Source: an optimization exercise on an open RTL-to-GDS flow (aim: small area, a short achievable clock period and few clock cycles per item). Production flows keep margins and buffers that such runs may drop. Function was not checked in any run shown here: the RTL went through the layout flow alone.

$ cat config.mk
export PLATFORM = sky130hd
export DESIGN_NAME = SHA256_controller
export DESIGN_NICKNAME = SHA256_controller
export VERILOG_FILES = /design/flow/design.v
export SDC_FILE = /design/flow/constraint.sdc
export NUM_CORES = 4
export LEC_CHECK = 0
export CAP_MARGIN = 20
export CORE_MARGIN = 2
export CORE_UTILIZATION = 40
export SLEW_MARGIN = 20
$ cat constraint.sdc
create_clock -name core_clock -period 10.0 [get_ports {CLOCK_50}]
set_input_delay 2.0000 -clock core_clock [delete_from_list [all_inputs] [get_ports {CLOCK_50}]]
set_output_delay 2.0000 -clock core_clock [all_outputs]
set_load 0.01 [all_outputs]
$ cat design.v
module sigma0 (input [31:0] in, output [31:0] out);
	assign out = {in[6:0], in[31:7]} ^ {in[17:0], in[31:18]} ^ (in >> 3);
endmodule
module sigma1 (input [31:0] in, output [31:0] out);
	assign out = {in[16:0], in[31:17]} ^ {in[18:0], in[31:19]} ^ (in >> 10);
endmodule
module SIGMA0 (input [31:0] in, output [31:0] out);
	assign out = {in[1:0], in[31:2]} ^ {in[12:0], in[31:13]} ^ {in[21:0], in[31:22]};
endmodule
module SIGMA1 (input [31:0] in, output [31:0] out);
	assign out = {in[5:0], in[31:6]} ^ {in[10:0], in[31:11]} ^ {in[24:0], in[31:25]};
endmodule
module choice (input [31:0] in0, in1, in2, output [31:0] out);
	assign out = (in0 & in1) | (~in0 & in2);
endmodule
module majority (input [31:0] in0, in1, in2, output [31:0] out);
	assign out = (in0 & in1) | (in0 & in2) | (in1 & in2);
endmodule
module sha256_k (input [5:0] idx, output logic [31:0] k);
	always_comb
		case (idx)
			6'd0: k = 32'h428a2f98; 6'd1: k = 32'h71374491; 6'd2: k = 32'hb5c0fbcf; 6'd3: k = 32'he9b5dba5;
			6'd4: k = 32'h3956c25b; 6'd5: k = 32'h59f111f1; 6'd6: k = 32'h923f82a4; 6'd7: k = 32'hab1c5ed5;
			6'd8: k = 32'hd807aa98; 6'd9: k = 32'h12835b01; 6'd10: k = 32'h243185be; 6'd11: k = 32'h550c7dc3;
			6'd12: k = 32'h72be5d74; 6'd13: k = 32'h80deb1fe; 6'd14: k = 32'h9bdc06a7; 6'd15: k = 32'hc19bf174;
			6'd16: k = 32'he49b69c1; 6'd17: k = 32'hefbe4786; 6'd18: k = 32'h0fc19dc6; 6'd19: k = 32'h240ca1cc;
			6'd20: k = 32'h2de92c6f; 6'd21: k = 32'h4a7484aa; 6'd22: k = 32'h5cb0a9dc; 6'd23: k = 32'h76f988da;
			6'd24: k = 32'h983e5152; 6'd25: k = 32'ha831c66d; 6'd26: k = 32'hb00327c8; 6'd27: k = 32'hbf597fc7;
			6'd28: k = 32'hc6e00bf3; 6'd29: k = 32'hd5a79147; 6'd30: k = 32'h06ca6351; 6'd31: k = 32'h14292967;
			6'd32: k = 32'h27b70a85; 6'd33: k = 32'h2e1b2138; 6'd34: k = 32'h4d2c6dfc; 6'd35: k = 32'h53380d13;
			6'd36: k = 32'h650a7354; 6'd37: k = 32'h766a0abb; 6'd38: k = 32'h81c2c92e; 6'd39: k = 32'h92722c85;
			6'd40: k = 32'ha2bfe8a1; 6'd41: k = 32'ha81a664b; 6'd42: k = 32'hc24b8b70; 6'd43: k = 32'hc76c51a3;
			6'd44: k = 32'hd192e819; 6'd45: k = 32'hd6990624; 6'd46: k = 32'hf40e3585; 6'd47: k = 32'h106aa070;
			6'd48: k = 32'h19a4c116; 6'd49: k = 32'h1e376c08; 6'd50: k = 32'h2748774c; 6'd51: k = 32'h34b0bcb5;
			6'd52: k = 32'h391c0cb3; 6'd53: k = 32'h4ed8aa4a; 6'd54: k = 32'h5b9cca4f; 6'd55: k = 32'h682e6ff3;
			6'd56: k = 32'h748f82ee; 6'd57: k = 32'h78a5636f; 6'd58: k = 32'h84c87814; 6'd59: k = 32'h8cc70208;
			6'd60: k = 32'h90befffa; 6'd61: k = 32'ha4506ceb; 6'd62: k = 32'hbef9a3f7; default: k = 32'hc67178f2;
		endcase
endmodule
module csa (input [31:0] x, y, z, output [31:0] s, c);
	assign s = x ^ y ^ z;
	assign c = {(x[30:0] & y[30:0]) | (x[30:0] & z[30:0]) | (y[30:0] & z[30:0]), 1'b0};
endmodule
module SHA256_core (
	input clk,
	input ld1,
	input ld2,
	input ffw,           
	input ffc,           
	input [1:0] cr,      
	input ph2,           
	input [5:0] rnd,
	input [1:0] c,
	input [255:0] midstate,
	input [95:0] data,
	input [31:0] n,
	input [255:0] target,
	output e_lt, e_eq,    
	output a_lt, a_eq     
);
	localparam [255:0] IV = 256'h6a09e667bb67ae853c6ef372a54ff53a510e527f9b05688c1f83d9ab5be0cd19;
	localparam [31:0] K0 = 32'h428a2f98;
	localparam [31:0] IV7K0 = 32'h5be0cd19 + 32'h428a2f98;
	logic [31:0] a, b, cc, d, e, f, g, h;
	logic [31:0] w [0:15];
	logic [31:0] pre_s, pre_c;
	logic [31:0] S0, S1, ch, mj;
	SIGMA0 SG0(a, S0);
	SIGMA1 SG1(e, S1);
	choice chs(e, f, g, ch);
	majority mjs(a, b, cc, mj);
	logic [31:0] eu, ev, ep, eq, er, es, e_new;
	csa ce1(pre_s, pre_c, d, eu, ev);
	csa ce2(S1, ch, eu, ep, eq);
	csa ce3(ep, eq, ev, er, es);
	assign e_new = er + es;
	logic [31:0] a1s, a1c, a2s, a2c, a3s, a3c, a4s, a4c, a_new;
	csa ca1(S1, ch, pre_s, a1s, a1c);
	csa ca2(S0, mj, pre_c, a2s, a2c);
	csa ca3(a1s, a1c, a2s, a3s, a3c);
	csa ca4(a3s, a3c, a2c, a4s, a4c);
	assign a_new = a4s + a4c;
	logic [31:0] s0w, s1w, wu, wv, wx, wy, wn;
	sigma0 sg0(w[1], s0w);
	sigma1 sg1(w[14], s1w);
	csa cw1(s1w, w[9], s0w, wu, wv);
	csa cw2(wu, wv, w[0], wx, wy);
	assign wn = wx + wy;
	logic [5:0] rnd1;
	logic [31:0] kn, pn_s, pn_c;
	assign rnd1 = rnd + 6'd1;
	sha256_k kr(rnd1, kn);
	csa cp(g, kn, w[1], pn_s, pn_c);
	logic [31:0] opa, ope, ffa, ffe, ta, te, xa, xe;
	always_comb begin
		case (c)
			2'd0: begin opa = ph2 ? IV[159:128] : midstate[159:128]; ope = ph2 ? IV[31:0]  : midstate[31:0]; end
			2'd1: begin opa = ph2 ? IV[191:160] : midstate[191:160]; ope = ph2 ? IV[63:32] : midstate[63:32]; end
			2'd2: begin opa = ph2 ? IV[223:192] : midstate[223:192]; ope = ph2 ? IV[95:64] : midstate[95:64]; end
			default: begin opa = ph2 ? IV[255:224] : midstate[255:224]; ope = ph2 ? IV[127:96] : midstate[127:96]; end
		endcase
		case (cr)
			2'd0: begin ta = target[127:96]; te = target[255:224]; end
			2'd1: begin ta = target[95:64];  te = target[223:192]; end
			2'd2: begin ta = target[63:32];  te = target[191:160]; end
			default: begin ta = target[31:0]; te = target[159:128]; end
		endcase
	end
	assign ffa = a + opa;
	assign ffe = e + ope;
	assign xa = {w[6][7:0], w[6][15:8], w[6][23:16], w[6][31:24]};
	assign xe = {w[10][7:0], w[10][15:8], w[10][23:16], w[10][31:24]};
	assign e_lt = xe < te;
	assign e_eq = xe == te;
	assign a_lt = xa < ta;
	assign a_eq = xa == ta;
	always_ff @(posedge clk) begin
		if (ld1) begin
			{a, b, cc, d, e, f, g, h} <= midstate;
			{pre_s, pre_c} <= {midstate[31:0] ^ K0 ^ data[95:64],
			                   ((midstate[30:0] & K0[30:0]) | (midstate[30:0] & data[94:64]) | (K0[30:0] & data[94:64])), 1'b0};
		end else if (ld2) begin
			{a, b, cc, d, e, f, g, h} <= IV;
			{pre_s, pre_c} <= {ffa ^ IV7K0, (ffa[30:0] & IV7K0[30:0]), 1'b0};
		end else begin
			h <= g; g <= f; f <= e; e <= e_new;
			d <= cc; cc <= b; b <= a; a <= a_new;
			{pre_s, pre_c} <= {pn_s, pn_c};
		end
		for (int j = 0; j < 15; j++) w[j] <= w[j+1];
		w[15] <= wn;
		if (ld1) begin
			w[0] <= data[95:64];
			w[1] <= data[63:32];
			w[2] <= data[31:0];
			w[3] <= {n[7:0], n[15:8], n[23:16], n[31:24]};
			w[4] <= 32'h80000000;
			for (int j = 5; j < 15; j++) w[j] <= 32'd0;
			w[15] <= 32'd640;
		end else if (ld2) begin
			w[8] <= 32'h80000000;
			for (int j = 9; j < 15; j++) w[j] <= 32'd0;
			w[15] <= 32'd256;
		end
		if (ffw) begin
			case (c)
				2'd0: begin w[6] <= ffa; w[10] <= ffe; end
				2'd1: begin w[4] <= ffa; w[8]  <= ffe; end
				2'd2: begin w[2] <= ffa; w[6]  <= ffe; end
				default: begin w[0] <= ffa; w[4] <= ffe; end
			endcase
		end
		if (ffc) begin
			w[6] <= ffa;
			w[10] <= ffe;
		end
	end
endmodule
module SHA256_controller (
	input CLOCK_50,
	input calculate,
	input [95:0] data,
	input [255:0] midstate,
	input [255:0] target,
	output [31:0] good_nonce,
	output reg done
);
	localparam [2:0] LD1 = 3'd0, H1 = 3'd1, LD2 = 3'd2, H2 = 3'd3, CMP = 3'd4, FOUND = 3'd5;
	logic [2:0] st;
	logic [5:0] rnd;
	logic [31:0] nonce;   
	logic [31:0] nonce_next;
	logic [1:0] c, cr;
	logic e_lt, e_eq, a_lt, a_eq;
	logic adec, alt;      
	logic chk;            
	assign nonce_next = nonce + 32'd1;
	assign c = rnd[1:0] - 2'd1;
	assign cr = rnd[1:0] - 2'd2;
	assign chk = (st == H2 && rnd >= 6'd62) || st == CMP;
	SHA256_core core (
		.clk(CLOCK_50),
		.ld1(st == LD1),
		.ld2(st == LD2),
		.ffw((st == H1 && rnd >= 6'd61) || st == LD2),
		.ffc((st == H2 && rnd >= 6'd61) || (st == CMP && rnd[0] == 1'b0)),
		.cr(cr),
		.ph2(st == H2 || st == CMP),
		.rnd(rnd),
		.c(c),
		.midstate(midstate),
		.data(data),
		.n(nonce_next),
		.target(target),
		.e_lt(e_lt), .e_eq(e_eq), .a_lt(a_lt), .a_eq(a_eq)
	);
	always_ff @(posedge CLOCK_50)
		if (st == LD1 || st == LD2)
			rnd <= 6'd0;
		else
			rnd <= rnd + 6'd1;
	always_ff @(posedge CLOCK_50)
		if (cr == 2'd0 || !adec) begin
			adec <= !a_eq;
			alt <= a_lt;
		end
	always_ff @(posedge CLOCK_50 or posedge calculate)
		if (calculate) begin
			st <= LD1;
			nonce <= 32'h913914e2;
			done <= 1'b0;
		end else
			case (st)
				LD1: begin
					nonce <= nonce_next;
					st <= H1;
				end
				H1: if (rnd == 6'd63) st <= LD2;
				LD2: st <= H2;
				H2, CMP: if (chk) begin
					if (!e_eq || cr == 2'd3) begin
						if (e_lt || (e_eq && (adec ? alt : a_lt))) begin
							st <= FOUND;
							done <= 1'b1;
						end else
							st <= LD1;
					end else if (rnd == 6'd63)
						st <= CMP;
				end
				default: ;
			endcase
	assign good_nonce = nonce;
endmodule
$ cat run.sh
#!/bin/bash
# synth_recipe.tcl (not shown) runs the flow's synth.tcl, then flattens the netlist and writes it again
# the make line also repeats each setting of config.mk as NAME=value (left out here)
make -C /OpenROAD-flow-scripts/flow DESIGN_CONFIG=/design/flow/config.mk WORK_HOME=/design/flow/orfs CLKGATE_MAP_FILE= SYNTH_SCRIPT=/design/flow/synth_recipe.tcl finish
==> run_results.csv, run 1 <==
group,metric,value,unit
timing,setup_slack,3.06,ns
global_routing,grt_max_degree,250,
run_status,outcome,"complete, no violations",
worst_hold_path,hold_depth,1,
flow_run,cap_violations,0,
setup_path,arrival,7.57,ns
yosys,syn-num-nets,7420,
layout,layout_common_cells,"dfxtp_1, nand2_1, clkdlybuf4s50_1, o21ai_0, nor2_1",
floorplan,start_util,40.3,%
global_routing,grt_usage,38.5,%
floorplan,die_area,137000,um^2
setup_path,reg2reg_to,"core.w[4][23]",
cts,cts-buffers-inserted,95,
setup_path,path_max_fanout,40,
floorplan,die_x,370,um
setup_path,r2r_cells,18,
placed_design,post-place-ws,3.12,ns
timing,max_freq,0.144,GHz
setup_path,reg2reg_from,"rnd[0]",
route,wl_per_cell,32.1,um
floorplan,num_rows,134,
yosys,synth_warnings,5,
timing,fin_hold_ws,0.416,ns
global_routing,grt_pass1_vias,49000,
cts,cts_max_level,3,
global_routing,grt_pass1_wl,373000,um
layout,final_cells,8503,
timing,max_slew_margin,6.01,%
yosys,async_flop_share,4.27,%
setup_path,startpoint,"rnd[0]",
placed_design,hpwl,216000,um
placed_design,post-place-cells,8318,
timing,fin_skew,0.0344,ns
placed_design,place.gp.congestion,1.06,
layout,mostFrequentLayoutCell,"dfxtp_1",
timing,rsz0062_at_grt,"false",
setup_path,cp-start-kind,"register",
cts,ctsResizeCount,0,
route,drc,0,
layout,layout-drive-gt1-share,5.12,%
placed_design,placed_area,61600,um^2
cts,clock-root-buffer,"clkbuf_16",
worst_hold_path,hold_class,"reg2reg",
cts,clock-sinks,843,
layout,synthToLayoutAreaGrowth,21.2,%
setup_path,rrSetupSlack,3.06,ns
layout,fin_area,65000,um^2
route,num_vias,51700,
timing,maxSlewViolCount,0,
cts,postCtsSetupBuffers,0,
cts,cts_tree,"yes",
setup_path,end_kind,"register",
yosys,synth_cell_types,84,
yosys,ys_seq_area_share,31.8,%
global_routing,antenna_found_initial,23,
cts,ctsHoldBuffers,0,
route,ant_nets,0,
global_routing,overflow,0,
timing,finalCriticalPeriod,6.94,ns
timing,hold_viol,0,
placed_design,portBuffers,642,
yosys,synth_edf_count,2,
worst_hold_path,holdPathEnd,"core.w[14][30]",
timing,fin_crit_sh,69.4,%
timing,finalSetupTns,0,ns
yosys,synth_area_per_cell,8.58,um^2
timing,worst_pin_slew,1.41,ns
floorplan,core,133000,um^2
setup_path,critPathKind,"reg2reg",
floorplan,ios,643,
yosys,syn-cell-area,53700,um^2
floorplan,die_y,370,um
yosys,ys_ff_latch,843,
yosys,syn_inst,6256,
timing,finalSetupViolCount,0,
worst_hold_path,min_from,"core.w[15][30]",
cts,clkTransAtPathRegs,0.07,ns
route,viasPerCell,6.08,
cts,clk_path_buf_depth,3,
yosys,synthFlopType,"dfxtp_1",
cts,clkLatencyLatePin,0.72,ns
layout,final_nets,7811,
setup_path,cp.required,10.63,ns
route,drt-pass1-iter-count,9,
route,wl,273000,um
layout,utilization,48.8,%
route,drt_iter0_markers,7264,
cells by family after synthesis:
| kind of cell | Yosys count | share of synthesized area [%] |
|---|---|---|
| simple gates | 1700 | 14.7 |
| xor+xnor | 485 | 7.91 |
| mux | 42 | 0.818 |
| flops | 843 | 31.8 |
| compound gates | 1809 | 22.0 |
| fa+ha+maj | 566 | 17.0 |
| buf+inv | 811 | 5.69 |
sequential cells by signal (all words and copies together) (netlist names), 6 cells and up:
name        count
core.g         32
core.pre_s     32
core.cc        32
rnd             6
core.b         32
core.d         32
core.pre_c     31
core.e         32
core.a         32
nonce          32
core.w        512
core.f         32
area by class of cell:
| cell class | instances | area [um^2] |
|---|---|---|
| antenna | 10 | 25.0 |
| clock inverter | 58 | 790 |
| clock buffer | 117 | 2560 |
| multi-input combinational | 4602 | 33800 |
| fill | 12800 | 68300 |
| tap | 1768 | 2210 |
| inverter | 361 | 1360 |
| timing repair buffer | 744 | 7240 |
| sequential | 843 | 17100 |
synth_stat cells, types with 62 or more instances:
master | count | area, um^2
o22a_1 | 98 | 858
nor3_1 | 64 | 320
nor2_1 | 386 | 1450
clkbuf_1 | 404 | 1520
a31oi_1 | 107 | 669
dfxtp_1 | 805 | 16100
a21oi_1 | 372 | 1860
inv_1 | 359 | 1350
o21ai_0 | 535 | 2680
nand3_1 | 139 | 696
xor2_1 | 161 | 1410
a222oi_1 | 72 | 721
ha_1 | 275 | 3440
a21o_1 | 105 | 788
fa_1 | 279 | 5590
and2_1 | 237 | 1480
a211oi_1 | 62 | 465
xnor2_1 | 324 | 2840
a22o_1 | 87 | 762
nand2_1 | 646 | 2420
worst max path at each step:
| stage | endpoint | slack, ns | depth (start not counted) |
|---|---|---|---|
| final | core.w[4][23] | 3.06 | 18 |
| after floorplan | core.w[4][28] | 4.69 | 22 |
| after global routing | core.w[4][23] | 3.09 | 18 |
| after detailed placement | core.w[4][23] | 3.12 | 17 |
| after global placement | core.w[4][23] | 3.25 | 17 |
| after CTS | core.w[4][23] | 3.08 | 17 |
layer usage:
metal	up-vias	share of wire (%)	GRT usage, %
met3	711	11	9.31
met2	3499	42	57.8
li1	22500	-	-
met4	18	8.1	25.6
met5	-	0.043	0
met1	25000	38	49.1
worst max-delay path, cell delays in order (launching register included):
cell and delay (ns):
dfxtp_2 0.31, buf_4 0.27, inv_1 0.17, ha_4 0.52
clkinv_1 0.70, nor2_2 0.45, buf_4 0.43, a221oi_1 0.13
o21ai_0 0.32, ha_1 0.34, o21a_1 0.20, o2111ai_1 0.25
and3b_1 0.23, o2111ai_1 0.59, a41oi_1 0.32, a31oi_1 0.88
buf_4 0.28, a221oi_1 0.09, a211oi_1 0.27
==> run 2: changes to the inputs <==
--- a/config.mk
+++ b/config.mk
@@ -9,3 +9,4 @@
 export CORE_MARGIN = 2
 export CORE_UTILIZATION = 40
+export SETUP_SLACK_MARGIN = 4.5
 export SLEW_MARGIN = 20
==> run 2 against run 1 <==
Compared with the run above:
- final cell count increased by 0.31%
- first-iteration DRC count increased by 0.51%
- clock skew increased by 0.0093 ns
- largest cell class unchanged
- area after synthesis unchanged
- via count increased by 0.76%
- still clean on timing, DRC and antenna
- core utilization increased by 0.57 points
- routed wire length increased by 0.83%
- sequential share of layout area decreased by 0.25 points
==> run_results.csv, run 2 <==
group,metric,value,unit
layout,largest_register,"core.w",
route,drt_iter0_markers,7301,
global_routing,overflow,0,
worst_hold_path,min_from,"core.w[15][27]",
setup_path,cp-start-kind,"input pin",
yosys,synth_edf_count,2,
floorplan,num_rows,134,
floorplan,die_y,370,um
setup_path,rrSetupSlack,4.51,ns
yosys,ys_ff_latch,843,
timing,max_freq,0.181,GHz
placed_design,hpwl,216000,um
route,viasPerCell,6.11,
cts,clock-root-buffer,"clkbuf_16",
timing,finalCriticalPeriod,5.52,ns
route,drt-pass1-iter-count,8,
yosys,synthFlopType,"dfxtp_1",
setup_path,arrival,6.16,ns
flow_run,cap_violations,0,
route,num_vias,52100,
placed_design,portBuffers,642,
global_routing,grt_usage,38.7,%
setup_path,reg2reg_from,"rnd[0]",
layout,regArea,17100,um^2
run_status,outcome,"complete, no violations",
floorplan,die_area,137000,um^2
yosys,synth_area_leaders,"dfxtp_1, fa_1, ha_1",
global_routing,antenna_found_initial,27,
setup_path,critPathKind,"in2reg",
global_routing,grt_pass1_wl,375000,um
yosys,async_flop_share,4.27,%
timing,worst_pin_slew,1.41,ns
setup_path,reg2reg_to,"core.w[0][1]",
cts,clkTransAtPathRegs,0.07,ns
yosys,synth_cell_types,84,
layout,synthToLayoutAreaGrowth,22.6,%
setup_path,path_max_fanout,6,
route,wl,275000,um
timing,fin_skew,0.0438,ns
timing,finalSetupTns,0,ns
layout,mostFrequentLayoutCell,"dfxtp_1",
floorplan,start_util,40.3,%
cts,clkLatencyLatePin,0.73,ns
route,wl_per_cell,32.3,um
timing,max_slew_margin,6.27,%
floorplan,die_x,370,um
timing,rsz0062_at_grt,"false",
timing,hold_viol,0,
layout,final_nets,7836,
timing,finalSetupViolCount,0,
floorplan,core,133000,um^2
setup_path,cp-endpoint,"core.w[4][29]",
yosys,syn-cell-area,53700,um^2
yosys,synth_area_per_cell,8.58,um^2
setup_path,startpoint,"midstate[217]",
layout,layout-drive-gt1-share,6.67,%
layout,utilization,49.4,%
timing,fin_hold_ws,0.417,ns
cts,cts-buffers-inserted,95,
yosys,syn_inst,6256,
layout,layout_common_cells,"dfxtp_1, nand2_1, clkdlybuf4s50_1, o21ai_0, nor2_1",
cts,clk_path_buf_depth,3,
global_routing,grt_max_degree,250,
yosys,yosysTopAreaCellShare,30.0,%
global_routing,grt_pass1_vias,49200,
route,drc,0,
layout,multi_input_area,34200,um^2
setup_path,cp.required,10.64,ns
yosys,synth_most_common_cell,"dfxtp_1",
worst_hold_path,hold_class,"reg2reg",
setup_path,end_kind,"register",
yosys,synth_top_area_cell,"dfxtp_1",
yosys,synth_warnings,5,
yosys,synth_common_cells,"dfxtp_1, nand2_1, o21ai_0",
placed_design,place.gp.congestion,1.06,
cts,cts_max_level,3,
route,ant_nets,0,
floorplan,ios,643,
setup_path,r2r_cells,15,
cts,cts_tree,"yes",
layout,fill_cells,12800,
cts,clock-sinks,843,
timing,maxSlewViolCount,0,
yosys,ys_seq_area_share,31.8,%
timing,fin_crit_sh,55.2,%
yosys,syn-num-nets,7420,
layout,largest_reg_flops,512,
run 2: worst min path at each step:
stage	to	slack, ns	depth (start not counted)
after floorplan	core.w[1][0]	0.40	2
after global placement	core.w[1][24]	0.41	2
after detailed placement	core.w[1][18]	0.41	2
after CTS	core.w[14][30]	0.42	1
after global routing	core.w[14][27]	0.43	1
final	core.w[14][27]	0.42	1
run 2: stage by stage:
step | setup slack (ns) | area, um^2 | cells
2_1_floorplan | 4.69 | 53700 | 6256
3_3_place_gp | 3.25 | 61600 | 8318
3_5_place_dp | 3.12 | 61600 | 8318
4_1_cts | 4.44 | 65500 | 8510
5_1_grt | 4.50 | 65800 | 8521
6_report | 4.48 | 65800 | 8529
run 2: per-layer routing:
layer | up-vias | routed length, um | track usage, %
met4 | 16 | 22400 | 26.5
met5 | - | 105 | 0
li1 | 22600 | - | -
met3 | 696 | 31300 | 9.09
met2 | 3601 | 117000 | 57.9
met1 | 25200 | 105000 | 49.4
run 2: cell type report:
cell class	instances	share of cell area [%]
flip-flops and latches	843	26.0
clock buffers	117	3.89
multi-input cells	4603	51.9
clock inverters	58	1.20
inverters	361	2.08
diodes	11	0.0418
well taps	1768	3.36
repair buffers	768	11.4
run 2: cell families (layout without fill, tap and decap cells):
kind of cell	count (synthesis)	in the layout	synth area share (%)
xor gates and xnor gates	485	485	7.91
and+or+nand+nor	1700	1701	14.7
adders and majority gates	566	566	17.0
buffers and inverters	811	1304	5.69
muxes	42	42	0.818
AOI/OAI and AO/OA	1809	1809	22.0
other	0	11	0
DFF	843	843	31.8
run 2: timing repair:
item	4_1_cts	5_1_grt
setup endpoints to repair	219	143
pin swaps	5	2
setup buffers	17	7
gates resized for setup	78	38
gates cloned	0	1
hold buffers	0	0
run 2: worst max-delay path: stages:
cell             delay, ns
clkdlybuf4s50_1       0.47
nor2_1                0.53
nor2_1                0.29
a221oi_1              0.29
a21oi_1               0.20
ha_1                  0.45
nand2_1               0.11
or4_1                 0.54
a21o_1                0.21
nand3_1               0.13
xor2_2                0.54
a221oi_1              0.20
nor3_1                0.18
==> run 3: changes to the inputs <==
--- a/config.mk
+++ b/config.mk
@@ -8,5 +8,5 @@
 export CAP_MARGIN = 20
 export CORE_MARGIN = 2
-export CORE_UTILIZATION = 40
+export CORE_UTILIZATION = 65
 export SETUP_SLACK_MARGIN = 4.5
 export SLEW_MARGIN = 20
==> run 3 against run 2 <==
Compared with the run above:
- die area shrank 38%
- synthesized cell count stayed put
- sequential share of layout area is 0.45 points higher
- register-to-register slack got worse by 0.17 ns
- routed wire length is 3.5% lower
- worst setup slack got worse by 0.15 ns
- area after synthesis stayed put
- critical path depth up 4
==> run_results.csv, run 3 <==
group,metric,value,unit
timing,setup_slack,4.34,ns
route,drc,0,
layout,layout-drive-gt1-share,6.29,%
placed_design,place.gp.congestion,1.14,
layout,largest_register,"core.w",
yosys,synth_top_area_cell,"dfxtp_1",
cts,clkLatencyLatePin,0.70,ns
yosys,synth_area_per_cell,8.58,um^2
global_routing,grt_pass1_wl,370000,um
timing,rsz0062_at_grt,"true",
timing,hold_viol,0,
yosys,ys_seq_area_share,31.8,%
route,drt_iter0_markers,11200,
global_routing,grt_pass1_vias,52900,
yosys,syn-num-nets,7420,
global_routing,antenna_found_initial,43,
cts,clock-root-buffer,"clkbuf_16",
timing,max_freq,0.177,GHz
yosys,synth_most_common_cell,"dfxtp_1",
yosys,syn-cell-area,53700,um^2
timing,fin_crit_sh,56.6,%
timing,fin_skew,0.0533,ns
layout,largest_reg_flops,512,
cts,cts_tree,"yes",
route,num_vias,56400,
yosys,synth_edf_count,2,
flow_run,cap_violations,0,
floorplan,die_area,84900,um^2
layout,mostFrequentLayoutCell,"dfxtp_1",
route,wl_per_cell,33.9,um
global_routing,grt_usage,60.4,%
cts,cts_max_level,3,
timing,worst_pin_slew,1.32,ns
setup_path,critPathKind,"reg2reg",
yosys,synth_cell_types,84,
cts,cts-buffers-inserted,87,
layout,regArea,17100,um^2
setup_path,end_kind,"register",
setup_path,arrival,6.27,ns
yosys,syn_inst,6256,
route,drt-pass1-iter-count,14,
placed_design,hpwl,193000,um
route,wl,266000,um
layout,final_cells,7836,
cts,clk_path_buf_depth,3,
timing,finalSetupViolCount,0,
layout,final_nets,7816,
placed_design,portBuffers,642,
global_routing,grt_util_met2,81.3,%
setup_path,cp.required,10.61,ns
run_status,outcome,"complete, no violations",
yosys,synth_area_leaders,"dfxtp_1, fa_1, ha_1",
setup_path,crit_buf_inv,3,
floorplan,die_x,291,um
yosys,async_flop_share,4.27,%
timing,max_slew_margin,11.7,%
floorplan,core,82000,um^2
layout,layout_common_cells,"dfxtp_1, clkdlybuf4s50_1, nand2_1, o21ai_0, nor2_1",
yosys,synthFlopType,"dfxtp_1",
layout,fill_cells,5280,
layout,multi_input_area,34200,um^2
global_routing,met3_usage,31.0,%
global_routing,overflow,0,
global_routing,grt_use_met1,67.0,%
yosys,synth_warnings,5,
setup_path,slowest_stage,"or4b_2",
setup_path,cp_top_family,"compound AO/OA/AOI/OAI gates",
yosys,yosysTopAreaCellShare,30.0,%
floorplan,die_y,291,um
yosys,ys_ff_latch,843,
global_routing,top_usage_layer,"met2",
cts,clkTransAtPathRegs,0.08,ns
timing,maxSlewViolCount,0,
cts,clock-sinks,843,
setup_path,cp-start-kind,"register",
floorplan,start_util,65.5,%
worst_hold_path,hold_class,"reg2reg",
floorplan,ios,643,
global_routing,grt_max_degree,256,
setup_path,path_cells,"buf_6 > ha_4 > buf_4 > buf_12 > a222oi_1 > nand2_1 > o21ai_0 > ha_1 > a21oi_1 > nor2b_1 > o21ai_0 > a21oi_1 > o31ai_1 > a41oi_1 > or4b_2 > o31ai_1 > o21bai_1",
timing,finalCriticalPeriod,5.66,ns
layout,utilization,78.9,%
route,ant_nets,0,
timing,finalSetupTns,0,ns
placed_design,post-place-ws,3.57,ns
route,viasPerCell,7.20,
yosys,synth_common_cells,"dfxtp_1, nand2_1, o21ai_0",
floorplan,num_rows,105,
setup_path,cpPeakStageDelay,0.82,ns
placed_design,post-place-cells,7608,
layout,synthToLayoutAreaGrowth,20.5,%
setup_path,path_max_fanout,87,
## run 3: final timing paths
| path | startpoint | endpoint | slack (ns) | cells after the start |
|---|---|---|---|---|
| max | rnd[1] | st[0] | 4.34 | 17 |
| min | core.w[13][16] | core.w[12][16] | 0.42 | 1 |
| max reg2reg | rnd[1] | st[0] | 4.34 | 17 |
| min reg2reg | core.w[13][16] | core.w[12][16] | 0.42 | 1 |
| max in group asynchronous | calculate | st[1] | 7.71 | 3 |
| min in group asynchronous | calculate | nonce[22] | 1.77 | 3 |
## run 3: cell type report
class	instances	share of cell area, %
clock buffers	122	3.88
well taps	1070	2.07
repair buffers	756	11.6
multi-input cells	4603	52.9
flip-flops and latches	843	26.5
clock inverters	38	0.830
diodes	43	0.166
inverters	361	2.12
## run 3: timing repair
action | in CTS | in global routing
hold buffers | 0 | 0
buffers inserted | 11 | 9
endpoints found under the setup margin | 160 | 134
resized for setup | 50 | 84
pin swaps | 4 | 7
gates cloned | 0 | 1
## run 3: per-layer routing
metal	vias up	routed length [um]
met5	-	294
met4	16	35900
met3	1936	47400
met2	5862	101000
met1	26100	81200
li1	22600	-
## run 3: kinds of logic after synthesis
logic type,after synthesis,share of synthesized area (%)
multiplexers,42,0.818
flip-flops,843,31.8
buffers and inverters,811,5.69
XOR/XNOR,485,7.91
AND/OR/NAND/NOR,1700,14.7
AO/OA/AOI/OAI,1809,22.0
adder cells (fa/ha/maj),566,17.0
## run 3: per-stage QoR
step	hold slack, ns	area (um^2)
after floorplan	0.399	53700
after global placement	0.403	60700
after CTS	0.415	64100
after detailed placement	0.407	60700
after global routing	0.425	64600
final	0.423	64700

-- port drivers added, routing unchanged --
Ports are ideal in the flow. The routed layouts listed here were re-timed in OpenROAD.
Step 1 assumes that a clkbuf_16 drives the clock port and a buf_2 every other input.
Step 2, shift: input delay + t, output delay - t, t = (earliest + latest rising clock arrival at the registers) / 2. This alone moves slack from input paths to output paths.
Slacks: no drivers / after step 1 / after step 2; pairs: no drivers / after step 1.
run	t, ns	setup WS [ns]	hold slack, ns	latest minus earliest clock arrival (ns)	worst data-port slew with drivers (ns)
run 1	0.783	3.059 / 3.059 / 3.059	0.416 / 0.416 / 0.416	0.037 / 0.038	0.16
run 2	0.791	4.485 / 4.513 / 3.732	0.417 / 0.417 / 0.417	0.045 / 0.045	0.17
run 3	0.762	4.336 / 4.336 / 3.746	0.423 / 0.423 / 0.423	0.064 / 0.063	0.29
After both steps every run listed still meets setup and hold. The setup slack of run 2, which loses most, moves by +0.028 ns with the drivers and by -0.753 ns with both steps.
